What follows belongs to an exercise in optimizing a design on an open flow for small area; a production flow would make more cautious choices.
In this exercise RTL edits were held to simulation tests only and were not proved equivalent to the original.
No activity file was given, so power comes from the tool's default toggle rates.

// test_adt7420_driver
module test_adt7420_driver (
    input  logic CLK100MHZ,
    input  logic RST,
    input  logic TMP_SDA_I,
    output logic TMP_SDA_O,
    output logic TMP_SDA_OE,
    output logic TMP_SCL,
    output logic [6:0] SEG,
    output logic [7:0] AN,
    output logic [15:0] LED
);
For scale: ~43 flip-flops, ~2500 um2 of cells after synthesis.
export LEC_CHECK = 0
export CAP_MARGIN = 20
export CORE_MARGIN = 2
export CORE_UTILIZATION = 60
export SLEW_MARGIN = 20
create_clock -name core_clock -period 13.0 [get_ports {CLK100MHZ}]
standard.sh (not shown) runs the stock make flow with config.mk's settings and CLKGATE_MAP_FILE= SYNTH_SCRIPT=/design/flow/synth_recipe.tcl, a recipe that flattens the netlist after the stock synthesis.
==> flow/flow/run.sh <==
#!/bin/bash
# Own layout flow: the standard flow (standard.sh), except that
#  - synthesis is the standard synthesis (synth_recipe.tcl) with a stronger,
#    area-oriented ABC script for the combinational logic (flow/area.abc) and no
#    separate adder mapping; registers are mapped exactly as in the standard run;
#  - port buffers use the smallest buffer cell;
#  - clock tree synthesis adds no dummy load cells.
set -euo pipefail
W=$(pwd)
F=$W/flow
cat > "$W/own_synth.tcl" <<EOS
proc abc {args} {
  set i [lsearch -exact \$args -script]
  if {\$i >= 0} { set args [lreplace \$args \$i [expr {\$i + 1}] -script $F/area.abc] }
  yosys abc {*}\$args
}
source $W/synth_recipe.tcl
EOS
CTS="CTS_ARGS=-sink_clustering_enable -repair_clock_nets -buf_list {sky130_fd_sc_hd__clkbuf_4 sky130_fd_sc_hd__clkbuf_8} -dont_use_dummy_load"
sed -e "s#SYNTH_SCRIPT=[^ ]*#SYNTH_SCRIPT=$W/own_synth.tcl ADDER_MAP_FILE= 'BUFFER_PORTS_ARGS=-buffer_cell sky130_fd_sc_hd__buf_1' '$CTS'#" standard.sh > "$W/own.sh"
bash "$W/own.sh" synth > "$W/synth.log" 2>&1
bash "$W/own.sh" finish > "$W/layout.log" 2>&1
==> flow/flow/area.abc <==
strash
dc2
&get -n
&deepsyn -T 15
&put
dch -f
amap
strash
&get -n
&deepsyn -T 15
&put
dch -f
amap
strash
&get -n
&deepsyn -T 15
&put
dch -f
amap
topo
stime -c
buffer -c
upsize -c -D 6800
dnsize -c -D 6800
The starting point finished clean.
Rerun with:
--- a/flow/flow/area.abc
+++ b/flow/flow/area.abc
@@ -20,5 +20 @@
 topo
-stime -c
-buffer -c
-upsize -c -D 6800
-dnsize -c -D 6800
=> Clock-buffer cell count does not change. Fmax goes down by 4.7%. Worst setup slack gets worse by 510 ps. Total power came out lower by 1.6%. Register-to-register slack is about the same. Final area drops by 2.2%. Area after synthesis decreases by 3.9%.

Another version of the RTL of test_adt7420_driver (not shown whole).
For scale: about 320 cells after synthesis, about 37 I/O pins, about 0.0024 mm² of cells after synthesis.
==> flow/design.v (excerpt) <==
module test_adt7420_driver (
    input  logic CLK100MHZ,
    input  logic RST,
    input  logic TMP_SDA_I,
    output logic TMP_SDA_O,
    output logic TMP_SDA_OE,
    output logic TMP_SCL,
    output logic [6:0] SEG,
    output logic [7:0] AN,
    output logic [15:0] LED
);
export LEC_CHECK = 0
export CAP_MARGIN = 20
export CORE_MARGIN = 2
export CORE_UTILIZATION = 60
export CTS_BUF_LIST = sky130_fd_sc_hd__clkbuf_4 sky130_fd_sc_hd__clkbuf_8
export SLEW_MARGIN = 20
create_clock -name core_clock -period 13.0 [get_ports {CLK100MHZ}]
==> flow/flow/run.sh <==
#!/bin/bash
# Own layout flow: the standard flow, except that
#  - synthesis is the standard synthesis (synth_recipe.tcl) with a stronger,
#    area-oriented ABC script for the combinational logic (flow/area.abc) and no
#    separate adder mapping; registers are mapped exactly as in the standard run;
#  - port buffers are the smallest buffer cell.
set -euo pipefail
W=$(pwd)
F=$W/flow
cat > "$W/own_synth.tcl" <<EOS
proc abc {args} {
  set i [lsearch -exact \$args -script]
  if {\$i >= 0} { set args [lreplace \$args \$i [expr {\$i + 1}] -script $F/area.abc] }
  yosys abc {*}\$args
}
source $W/synth_recipe.tcl
EOS
sed -e "s#SYNTH_SCRIPT=[^ ]*#SYNTH_SCRIPT=$W/own_synth.tcl ADDER_MAP_FILE= 'BUFFER_PORTS_ARGS=-buffer_cell sky130_fd_sc_hd__buf_1'#" standard.sh > "$W/own.sh"
bash "$W/own.sh" synth > "$W/synth.log" 2>&1
bash "$W/own.sh" finish > "$W/layout.log" 2>&1
==> flow/flow/area.abc <==
strash
dc2
&get -n
&deepsyn -T 15
&put
dch -f
amap
strash
&get -n
&deepsyn -T 15
&put
dch -f
amap
strash
&get -n
&deepsyn -T 15
&put
dch -f
amap
topo
==> next run, changes <==
--- a/flow/flow/run.sh
+++ b/flow/flow/run.sh
@@ -2 +2 @@
-# Own layout flow: the standard flow, except that
+# Own layout flow: the standard flow (standard.sh), except that
@@ -6 +6,2 @@
-#  - port buffers are the smallest buffer cell.
+#  - port buffers use the smallest buffer cell;
+#  - clock tree synthesis adds no dummy load cells.
@@ -18 +19,2 @@
-sed -e "s#SYNTH_SCRIPT=[^ ]*#SYNTH_SCRIPT=$W/own_synth.tcl ADDER_MAP_FILE= 'BUFFER_PORTS_ARGS=-buffer_cell sky130_fd_sc_hd__buf_1'#" standard.sh > "$W/own.sh"
+CTS="CTS_ARGS=-sink_clustering_enable -repair_clock_nets -buf_list {sky130_fd_sc_hd__clkbuf_4 sky130_fd_sc_hd__clkbuf_8} -dont_use_dummy_load"
+sed -e "s#SYNTH_SCRIPT=[^ ]*#SYNTH_SCRIPT=$W/own_synth.tcl ADDER_MAP_FILE= 'BUFFER_PORTS_ARGS=-buffer_cell sky130_fd_sc_hd__buf_1' '$CTS'#" standard.sh > "$W/own.sh"
Settings changed: CTS_BUF_LIST sky130_fd_sc_hd__clkbuf_4 sky130_fd_sc_hd__clkbuf_8 to unset.
Setup slack gets worse by 0.53 ns; final area increases by 11%; maximum frequency decreases by 4.3%; via count increases by 3.9%; total power decreases by 21%; synthesized area increases by 0.80%; wire length increases by 0.82%; clock-buffer cell count stays the same; flip-flop and latch count does not change; die area increases by 0.75%; sequential share of layout area decreases by 3.3 points.

## separate check: timing with driven ports
Ports are ideal in the flow. The routed layouts listed here were re-timed in OpenROAD.
Step 1 (the two cells are an assumption about what drives the block):
set clk [get_ports {CLK100MHZ}]
set_driving_cell -lib_cell sky130_fd_sc_hd__clkbuf_16 $clk
set_driving_cell -lib_cell sky130_fd_sc_hd__buf_2 [delete_from_list [all_inputs] $clk]
Step 2 times the ports against the registers' clock, not the clock port: input delays grow and output delays shrink by t, the midpoint of the rising clock arrivals with the driver on.
Slacks: no drivers / after step 1 / after step 2; pairs: no drivers / after step 1.
| run | t, ns | setup slack, ns | worst register clock-pin slew, ns |
|---|---|---|---|
| the first run of note 1 | 0.314 | 2.490 / 2.462 / 2.775 | 0.08 / 0.08 |
| the second run of note 1 | 0.303 | 1.977 / 1.954 / 2.257 | 0.08 / 0.08 |
| the first run of note 2 | 0.326 | 1.141 / 1.114 / 1.440 | 0.09 / 0.09 |
| the second run of note 2 | 0.305 | 0.607 / 0.584 / 0.889 | 0.07 / 0.07 |
After both steps setup and hold are still met in every run listed.
